Context: an optimization exercise on an open-source flow, tuned for small area and a short achievable clock period. The choices shown serve that exercise and are no tape-out recipe.
Where RTL was checked, it was by simulation tests only, not by an equivalence proof against the original.

==> umber <==
Design final_log, start of the top module:
module final_log(clk, reset, base, in_data, out_data);
    input clk, reset;
    input [1:0] base;
    input [31:0] in_data;
    output reg [31:0] out_data;
    function [20:0] tn0;
        input [1:0] b;
        input [2:0] d;    
        begin
            case ({b[1], b[1] ? 1'b0 : b[0], d})
                5'b00000: tn0 = 21'h1fffff;
                5'b00001: tn0 = 21'h1d2eba;
                5'b00010: tn0 = 21'h1e730d;
                5'b00011: tn0 = 21'h1ba1c8;
                5'b00100: tn0 = 21'h1f2e7a;
                5'b00101: tn0 = 21'h1c5d35;
                5'b00110: tn0 = 21'h1da188;
                5'b00111: tn0 = 21'h1ad043;
                5'b01000: tn0 = 21'h1fffff;
                5'b01001: tn0 = 21'h198336;
                5'b01010: tn0 = 21'h1c6e00;
                5'b01011: tn0 = 21'h15f137;
                5'b01100: tn0 = 21'h1e1d8f;
                5'b01101: tn0 = 21'h17a0c6;
                5'b01110: tn0 = 21'h1a8b90;
                5'b01111: tn0 = 21'h140ec7;
                5'b10000: tn0 = 21'h1fffff;
                5'b10001: tn0 = 21'h16a3fd;
                5'b10010: tn0 = 21'h1ad961;
                5'b10011: tn0 = 21'h117d5f;
                5'b10100: tn0 = 21'h1d47fc;
                5'b10101: tn0 = 21'h13ebfa;
                5'b10110: tn0 = 21'h18215e;
                5'b10111: tn0 = 21'hec55c;
                default: tn0 = 21'h1fffff;
            endcase
        end
    endfunction
    function [17:0] tn1;
        input [1:0] b;
        input [1:0] d;    
        begin
  ...
make LEC_CHECK=0 ABC_AREA=1 CAP_MARGIN=20 CORE_MARGIN=2 CORE_UTILIZATION=40 SLEW_MARGIN=20 finish   # period 60.0 ns
run.sh (not shown) runs the stock make flow with config.mk's settings and CLKGATE_MAP_FILE= SYNTH_SCRIPT=/design/flow/synth_recipe.tcl, a recipe that flattens the netlist after the stock synthesis.
==> maple: changes against umber <==
--- a/flow/design.v
+++ b/flow/design.v
@@ -802,23 +802,22 @@
     wire w4_17 = d4 ? x4_120 : w3_17;
     wire w4_18 = d4 ? x4_121 : w3_18;
     reg [18:0] wq;         
     reg [3:0] dq;          
     reg [1:0] bq;
     reg [3:0] eq;          
     reg invq;              
-    reg nzq;               
     always @(posedge clk or posedge reset)
         if (reset) begin
             wq <= 19'd0; dq <= 4'd0;
-            bq <= 2'd0; eq <= 4'd9; invq <= 1'b0; nzq <= 1'b0;
+            bq <= 2'd0; eq <= 4'd9; invq <= 1'b0;
         end else begin
             wq <= {w4_18, w4_17, w4_16, w4_15, w4_14, w4_13, w4_12, w4_11, w4_10, w4_9, w4_8, w4_7, w4_6, w4_5, w4_4, w4_3, w4_2, w4_1, w4_0};
             dq <= {d4, d3, d2, d1};
-            bq <= base; eq <= e8[3:0]; invq <= ~valid; nzq <= 1'b1;
+            bq <= base; eq <= e8[3:0]; invq <= ~valid;
         end
     wire x5_0 = wq[0] ^ wq[5];
     wire x5_1 = wq[1] ^ wq[6];
     wire x5_2 = wq[2] ^ wq[7];
     wire x5_3 = wq[3] ^ wq[8];
     wire x5_4 = wq[4] ^ wq[9];
     wire x5_5 = wq[5] ^ wq[10];
@@ -1545,10 +1544,10 @@
     integer i;
     always @(*) begin
         cnt = 5'd24;
         for (i = 0; i < 24; i = i + 1)
             if (y[i]) cnt = 5'd23 - i;
     end
     wire [23:0] ys = y << cnt;
-    wire [7:0] expo = (8'd130 - {3'd0, cnt}) & {8{nzq}};
+    wire [7:0] expo = (8'd130 - {3'd0, cnt}) & {8{eq != 4'd9}};    
     always @(*) out_data = invq ? 32'hffffffff : {1'b0, expo, ys[22:3], 3'b0};
 endmodule
==> flow/flow/run.sh (new file) <==
#!/bin/bash
# The standard layout, with ORFS's timing repair asked to leave 41 ns of setup
# slack (a 19 ns period) instead of none, so that it sizes and buffers the
# critical paths; every tool's output is kept in the ORFS logs and in run.log.
set -euo pipefail
bash standard.sh SETUP_SLACK_MARGIN=41 finish > run.log 2>&1
==> flow/standard.sh (new file) <==
#!/bin/bash
# synth_recipe.tcl (not shown) runs the flow's synth.tcl, then flattens the netlist and writes it again
# the make line also repeats each setting of config.mk as NAME=value (left out here)
make -C /OpenROAD-flow-scripts/flow DESIGN_CONFIG=/design/flow/config.mk WORK_HOME=/design/flow/orfs CLKGATE_MAP_FILE= SYNTH_SCRIPT=/design/flow/synth_recipe.tcl "${@:-finish}"
removed: flow/run.sh
==> tundra: changes against umber <==
--- a/flow/design.v
+++ b/flow/design.v
@@ -802,23 +802,22 @@
     wire w4_17 = d4 ? x4_120 : w3_17;
     wire w4_18 = d4 ? x4_121 : w3_18;
     reg [18:0] wq;         
     reg [3:0] dq;          
     reg [1:0] bq;
     reg [3:0] eq;          
     reg invq;              
-    reg nzq;               
     always @(posedge clk or posedge reset)
         if (reset) begin
             wq <= 19'd0; dq <= 4'd0;
-            bq <= 2'd0; eq <= 4'd9; invq <= 1'b0; nzq <= 1'b0;
+            bq <= 2'd0; eq <= 4'd9; invq <= 1'b0;
         end else begin
             wq <= {w4_18, w4_17, w4_16, w4_15, w4_14, w4_13, w4_12, w4_11, w4_10, w4_9, w4_8, w4_7, w4_6, w4_5, w4_4, w4_3, w4_2, w4_1, w4_0};
             dq <= {d4, d3, d2, d1};
-            bq <= base; eq <= e8[3:0]; invq <= ~valid; nzq <= 1'b1;
+            bq <= base; eq <= e8[3:0]; invq <= ~valid;
         end
     wire x5_0 = wq[0] ^ wq[5];
     wire x5_1 = wq[1] ^ wq[6];
     wire x5_2 = wq[2] ^ wq[7];
     wire x5_3 = wq[3] ^ wq[8];
     wire x5_4 = wq[4] ^ wq[9];
     wire x5_5 = wq[5] ^ wq[10];
@@ -1545,10 +1544,10 @@
     integer i;
     always @(*) begin
         cnt = 5'd24;
         for (i = 0; i < 24; i = i + 1)
             if (y[i]) cnt = 5'd23 - i;
     end
     wire [23:0] ys = y << cnt;
-    wire [7:0] expo = (8'd130 - {3'd0, cnt}) & {8{nzq}};
+    wire [7:0] expo = (8'd130 - {3'd0, cnt}) & {8{eq != 4'd9}};    
     always @(*) out_data = invq ? 32'hffffffff : {1'b0, expo, ys[22:3], 3'b0};
 endmodule
==> flow/flow/run.sh (new file) <==
#!/bin/bash
# The standard layout (the standard.sh: ORFS from synthesis to the final
# layout, unchanged), with ORFS's timing repair asked to leave 35 ns of setup
# slack instead of none, so that it sizes and buffers the critical paths.
# Ports get buf_1 buffers rather than the delay cells buffer_ports picks on
# its own; the timing repair resizes them where that matters.
# The ORFS logs keep each tool's output; run.log keeps make's.
set -euo pipefail
bash standard.sh SETUP_SLACK_MARGIN=35 "BUFFER_PORTS_ARGS=-buffer_cell sky130_fd_sc_hd__buf_1" finish > run.log 2>&1
==> flow/standard.sh (new file) <==
#!/bin/bash
# synth_recipe.tcl (not shown) runs the flow's synth.tcl, then flattens the netlist and writes it again
# the make line also repeats each setting of config.mk as NAME=value (left out here)
make -C /OpenROAD-flow-scripts/flow DESIGN_CONFIG=/design/flow/config.mk WORK_HOME=/design/flow/orfs CLKGATE_MAP_FILE= SYNTH_SCRIPT=/design/flow/synth_recipe.tcl "${@:-finish}"
- CTS_BUF_LIST: default -> sky130_fd_sc_hd__clkbuf_8
- CTS_CLUSTER_DIAMETER: default -> 200
- CTS_CLUSTER_SIZE: default -> 30
removed: flow/run.sh
==> qor summary <==
metric                                                                        maple      tundra       umber
Length of the first detailed-routing pass in iterations                           7           7           5
Global-route met1 utilization                                                0.2784      0.2681      0.2524
Final std cells w/o fill                                                      2,568       2,358       2,320
Core box area                                                            31,720 µm²  31,720 µm²  31,560 µm²
Instance area at placement                                               14,440 µm²  13,420 µm²  13,710 µm²
Fraction of area in multi-input gates                                        0.7109      0.7659      0.7485
Area of the multi-input gates                                            13,100 µm²  10,740 µm²  10,390 µm²
Final net count                                                               2,491       2,281       2,243
Clock slew at the register clock pins of the worst setup and hold paths     0.06 ns     0.08 ns     0.07 ns
Cell count after placement                                                    2,326       2,327       2,312
Result of the run                                  no timing/DRC/antenna violations  no timing/DRC/antenna violations  no timing/DRC/antenna violations
Net Count, Synth                                                              2,237       2,237       2,227
Routed wire length on met2                                                20,480 µm   15,250 µm   14,680 µm
Fraction of layout cells with a size suffix above 1                          0.3453     0.08793     0.04692
Max-slew headroom                                                            0.3145      0.3962      0.3450
Setup repair after global routing missed its margin                            true        true       false
Drt wl/cell                                                                15.55 µm    13.73 µm    13.50 µm
Worst setup path startpoint                                                   wq[0]       wq[0]       wq[5]
Non-clock inverter count                                                        373         373         359
Starting DRC count in detailed routing                                          688         637         712

* * *

==> inputs of exp/xenon <==
Another version of the RTL of final_log (not shown whole).
## final_log
module final_log(clk, reset, base, in_data, out_data);
    input clk, reset;
    input [1:0] base;
    input [31:0] in_data;
    output reg [31:0] out_data;
    function [20:0] tn0;
        input [1:0] b;
        input [2:0] d;    
        begin
            case ({b[1], b[1] ? 1'b0 : b[0], d})
                5'b00000: tn0 = 21'h1fffff;
                5'b00001: tn0 = 21'h1d2eba;
                5'b00010: tn0 = 21'h1e730d;
                5'b00011: tn0 = 21'h1ba1c8;
                5'b00100: tn0 = 21'h1f2e7a;
                5'b00101: tn0 = 21'h1c5d35;
                5'b00110: tn0 = 21'h1da188;
                5'b00111: tn0 = 21'h1ad043;
                5'b01000: tn0 = 21'h1fffff;
                5'b01001: tn0 = 21'h198336;
                5'b01010: tn0 = 21'h1c6e00;
                5'b01011: tn0 = 21'h15f137;
                5'b01100: tn0 = 21'h1e1d8f;
                5'b01101: tn0 = 21'h17a0c6;
                5'b01110: tn0 = 21'h1a8b90;
                5'b01111: tn0 = 21'h140ec7;
                5'b10000: tn0 = 21'h1fffff;
                5'b10001: tn0 = 21'h16a3fd;
                5'b10010: tn0 = 21'h1ad961;
                5'b10011: tn0 = 21'h117d5f;
                5'b10100: tn0 = 21'h1d47fc;
                5'b10101: tn0 = 21'h13ebfa;
                5'b10110: tn0 = 21'h18215e;
                5'b10111: tn0 = 21'hec55c;
                default: tn0 = 21'h1fffff;
  ...
clock: 60.0 ns
lec_check: 0
abc_area: 1
cap_margin: 20
core_margin: 2
core_utilization: 40
cts_buf_list: sky130_fd_sc_hd__clkbuf_8
cts_cluster_diameter: 200
cts_cluster_size: 30
slew_margin: 20
standard.sh (not shown) runs the stock make flow with config.mk's settings and CLKGATE_MAP_FILE= SYNTH_SCRIPT=/design/flow/synth_recipe.tcl, a recipe that flattens the netlist after the stock synthesis.
==> flow/flow/run.sh <==
#!/bin/bash
set -euo pipefail
bash standard.sh SETUP_SLACK_MARGIN=37 "BUFFER_PORTS_ARGS=-buffer_cell sky130_fd_sc_hd__buf_1" SKIP_GATE_CLONING=1 finish > run.log 2>&1
==> inputs of exp/raven, as changes to exp/xenon <==
--- a/flow/design.v
+++ b/flow/design.v
@@ -1712,102 +1712,84 @@
     wire x6_328 = x6_290 & x6_305;
     wire x6_329 = x6_306 | x6_328;
     wire x6_330 = x6_290 & x6_289;
     wire x6_331 = x6_292 & x6_307;
     wire x6_332 = x6_308 | x6_331;
     wire x6_333 = x6_292 & x6_291;
-    wire x6_334 = x6_279 & x6_312;
-    wire x6_335 = x6_295 | x6_334;
-    wire x6_336 = x6_315 & x6_312;
-    wire x6_337 = x6_314 | x6_336;
-    wire x6_338 = x6_283 & x6_317;
-    wire x6_339 = x6_299 | x6_338;
-    wire x6_340 = x6_283 & x6_318;
-    wire x6_341 = x6_321 & x6_317;
-    wire x6_342 = x6_320 | x6_341;
-    wire x6_343 = x6_321 & x6_318;
-    wire x6_344 = x6_287 & x6_323;
-    wire x6_345 = x6_303 | x6_344;
-    wire x6_346 = x6_287 & x6_324;
-    wire x6_347 = x6_327 & x6_323;
-    wire x6_348 = x6_326 | x6_347;
-    wire x6_349 = x6_327 & x6_324;
-    wire x6_350 = x6_291 & x6_329;
-    wire x6_351 = x6_307 | x6_350;
-    wire x6_352 = x6_291 & x6_330;
-    wire x6_353 = x6_333 & x6_329;
-    wire x6_354 = x6_332 | x6_353;
-    wire x6_355 = x6_333 & x6_330;
-    wire x6_356 = x6_281 & x6_337;
-    wire x6_357 = x6_297 | x6_356;
-    wire x6_358 = x6_318 & x6_337;
-    wire x6_359 = x6_317 | x6_358;
-    wire x6_360 = x6_340 & x6_337;
-    wire x6_361 = x6_339 | x6_360;
-    wire x6_362 = x6_343 & x6_337;
-    wire x6_363 = x6_342 | x6_362;
-    wire x6_364 = x6_289 & x6_348;
-    wire x6_365 = x6_305 | x6_364;
-    wire x6_366 = x6_289 & x6_349;
-    wire x6_367 = x6_330 & x6_348;
-    wire x6_368 = x6_329 | x6_367;
-    wire x6_369 = x6_330 & x6_349;
-    wire x6_370 = x6_352 & x6_348;
-    wire x6_371 = x6_351 | x6_370;
-    wire x6_372 = x6_352 & x6_349;
-    wire x6_373 = x6_355 & x6_348;
-    wire x6_374 = x6_354 | x6_373;
-    wire x6_375 = x6_355 & x6_349;
-    wire x6_376 = x6_285 & x6_363;
-    wire x6_377 = x6_301 | x6_376;
-    wire x6_378 = x6_324 & x6_363;
-    wire x6_379 = x6_323 | x6_378;
-    wire x6_380 = x6_346 & x6_363;
-    wire x6_381 = x6_345 | x6_380;
-    wire x6_382 = x6_349 & x6_363;
-    wire x6_383 = x6_348 | x6_382;
-    wire x6_384 = x6_366 & x6_363;
-    wire x6_385 = x6_365 | x6_384;
-    wire x6_386 = x6_369 & x6_363;
-    wire x6_387 = x6_368 | x6_386;
-    wire x6_388 = x6_372 & x6_363;
-    wire x6_389 = x6_371 | x6_388;
-    wire x6_390 = x6_375 & x6_363;
-    wire x6_391 = x6_374 | x6_390;
-    wire x6_392 = x6_277 ^ x6_195;
-    wire x6_393 = x6_278 ^ x6_310;
-    wire x6_394 = x6_279 ^ x6_312;
-    wire x6_395 = x6_280 ^ x6_335;
-    wire x6_396 = x6_281 ^ x6_337;
-    wire x6_397 = x6_282 ^ x6_357;
-    wire x6_398 = x6_283 ^ x6_359;
-    wire x6_399 = x6_284 ^ x6_361;
-    wire x6_400 = x6_285 ^ x6_363;
-    wire x6_401 = x6_286 ^ x6_377;
-    wire x6_402 = x6_287 ^ x6_379;
-    wire x6_403 = x6_288 ^ x6_381;
-    wire x6_404 = x6_289 ^ x6_383;
-    wire x6_405 = x6_290 ^ x6_385;
-    wire x6_406 = x6_291 ^ x6_387;
-    wire x6_407 = x6_292 ^ x6_389;
-    wire w7_0 = x6_392;
-    wire w7_1 = x6_393;
-    wire w7_2 = x6_394;
-    wire w7_3 = x6_395;
-    wire w7_4 = x6_396;
-    wire w7_5 = x6_397;
-    wire w7_6 = x6_398;
-    wire w7_7 = x6_399;
-    wire w7_8 = x6_400;
-    wire w7_9 = x6_401;
-    wire w7_10 = x6_402;
-    wire w7_11 = x6_403;
-    wire w7_12 = x6_404;
-    wire w7_13 = x6_405;
-    wire w7_14 = x6_406;
-    wire w7_15 = x6_407;
+    wire x6_334 = x6_315 & x6_312;
+    wire x6_335 = x6_314 | x6_334;
+    wire x6_336 = x6_321 & x6_317;
+    wire x6_337 = x6_320 | x6_336;
+    wire x6_338 = x6_321 & x6_318;
+    wire x6_339 = x6_327 & x6_323;
+    wire x6_340 = x6_326 | x6_339;
+    wire x6_341 = x6_327 & x6_324;
+    wire x6_342 = x6_333 & x6_329;
+    wire x6_343 = x6_332 | x6_342;
+    wire x6_344 = x6_333 & x6_330;
+    wire x6_345 = x6_338 & x6_335;
+    wire x6_346 = x6_337 | x6_345;
+    wire x6_347 = x6_344 & x6_340;
+    wire x6_348 = x6_343 | x6_347;
+    wire x6_349 = x6_344 & x6_341;
+    wire x6_350 = x6_349 & x6_346;
+    wire x6_351 = x6_348 | x6_350;
+    wire x6_352 = x6_341 & x6_346;
+    wire x6_353 = x6_340 | x6_352;
+    wire x6_354 = x6_318 & x6_335;
+    wire x6_355 = x6_317 | x6_354;
+    wire x6_356 = x6_324 & x6_346;
+    wire x6_357 = x6_323 | x6_356;
+    wire x6_358 = x6_330 & x6_353;
+    wire x6_359 = x6_329 | x6_358;
+    wire x6_360 = x6_279 & x6_312;
+    wire x6_361 = x6_295 | x6_360;
+    wire x6_362 = x6_281 & x6_335;
+    wire x6_363 = x6_297 | x6_362;
+    wire x6_364 = x6_283 & x6_355;
+    wire x6_365 = x6_299 | x6_364;
+    wire x6_366 = x6_285 & x6_346;
+    wire x6_367 = x6_301 | x6_366;
+    wire x6_368 = x6_287 & x6_357;
+    wire x6_369 = x6_303 | x6_368;
+    wire x6_370 = x6_289 & x6_353;
+    wire x6_371 = x6_305 | x6_370;
+    wire x6_372 = x6_291 & x6_359;
+    wire x6_373 = x6_307 | x6_372;
+    wire x6_374 = x6_277 ^ x6_195;
+    wire x6_375 = x6_278 ^ x6_310;
+    wire x6_376 = x6_279 ^ x6_312;
+    wire x6_377 = x6_280 ^ x6_361;
+    wire x6_378 = x6_281 ^ x6_335;
+    wire x6_379 = x6_282 ^ x6_363;
+    wire x6_380 = x6_283 ^ x6_355;
+    wire x6_381 = x6_284 ^ x6_365;
+    wire x6_382 = x6_285 ^ x6_346;
+    wire x6_383 = x6_286 ^ x6_367;
+    wire x6_384 = x6_287 ^ x6_357;
+    wire x6_385 = x6_288 ^ x6_369;
+    wire x6_386 = x6_289 ^ x6_353;
+    wire x6_387 = x6_290 ^ x6_371;
+    wire x6_388 = x6_291 ^ x6_359;
+    wire x6_389 = x6_292 ^ x6_373;
+    wire w7_0 = x6_374;
+    wire w7_1 = x6_375;
+    wire w7_2 = x6_376;
+    wire w7_3 = x6_377;
+    wire w7_4 = x6_378;
+    wire w7_5 = x6_379;
+    wire w7_6 = x6_380;
+    wire w7_7 = x6_381;
+    wire w7_8 = x6_382;
+    wire w7_9 = x6_383;
+    wire w7_10 = x6_384;
+    wire w7_11 = x6_385;
+    wire w7_12 = x6_386;
+    wire w7_13 = x6_387;
+    wire w7_14 = x6_388;
+    wire w7_15 = x6_389;
     wire [23:0] yc = cst(bq, eq);
     wire [20:0] yt0 = tn0(bq, {dq[2], dq[1], dq[0]});
     wire [17:0] yt1 = tn1(bq, {d7, d6, dq[4], dq[3]});
     wire c7 = w7_0 & w7_1 & w7_2;    
     wire y_0 = yc[0] ^ yt0[0];
     wire y_1 = y_0 ^ yt1[0];
==> flow/flow/run.sh (replaced) <==
#!/bin/bash
set -euo pipefail
bash standard.sh SETUP_SLACK_MARGIN=36 "BUFFER_PORTS_ARGS=-buffer_cell sky130_fd_sc_hd__buf_1" SKIP_GATE_CLONING=1 finish > run.log 2>&1
==> results.toml <==
[timing]
fin_crit_sh_pct = 37.0

[synthesis]
yosys.area.top_type_share_pct = 22.4

[die]
die-area_um2 = 35200

[place]
dp_hpwl_um = 29900

[run_status]
run_status = "finished clean"

[cells_and_area]
n_all_inverters = 391
layout.nonclk_buf_share_pct = 3.79
-- figures above: exp/xenon

==> results.toml <==
[timing]
fin_crit_sh_pct = 38.3

[cells_and_area]
seq_cells = 30
layout.nonclk_buf_share_pct = 2.58
n_all_inverters = 384

[synthesis]
yosys.area.top_type_share_pct = 23.3
yosysWarnings = 1

[run_status]
run_status = "finished clean"

[die]
die-area_um2 = 34700
-- figures above: exp/raven

Function not checked in exp/xenon: the RTL went through the layout flow alone.

## static timing again, ports no longer ideal
In the flow no input, the clock included, has a driving cell. The finished layouts below were timed again as built, in two steps. Step 1 (the two cells are an assumption about what drives the block):
set clk [get_ports {clk}]
set_driving_cell -lib_cell sky130_fd_sc_hd__clkbuf_16 $clk
set_driving_cell -lib_cell sky130_fd_sc_hd__buf_2 [delete_from_list [all_inputs] $clk]
Step 2 also shifts input and output timing later by t, the mid clock arrival at the registers, as if the neighbouring blocks saw the same clock. Slacks: ideal ports / drivers / drivers and shift; pairs: ideal ports / drivers.
run | shift t [ns] | setup WS [ns] | hold WS [ns]
umber | 0.335 | 32.575 / 32.532 / 32.866 | 12.125 / 12.106 / 12.440
maple | 0.327 | 36.872 / 36.831 / 37.158 | 12.102 / 12.083 / 12.410
tundra | 0.339 | 35.865 / 35.830 / 36.168 | 11.726 / 11.711 / 12.049
exp/xenon | 0.336 | 37.779 / 37.740 / 37.495 | 11.732 / 11.713 / 12.048
exp/raven | 0.345 | 37.016 / 36.979 / 36.742 | 11.752 / 11.741 / 12.086
After both steps setup and hold are still met in every run listed. The setup slack of exp/xenon, which loses most, moves by -0.039 ns with the drivers and by -0.284 ns with both steps.
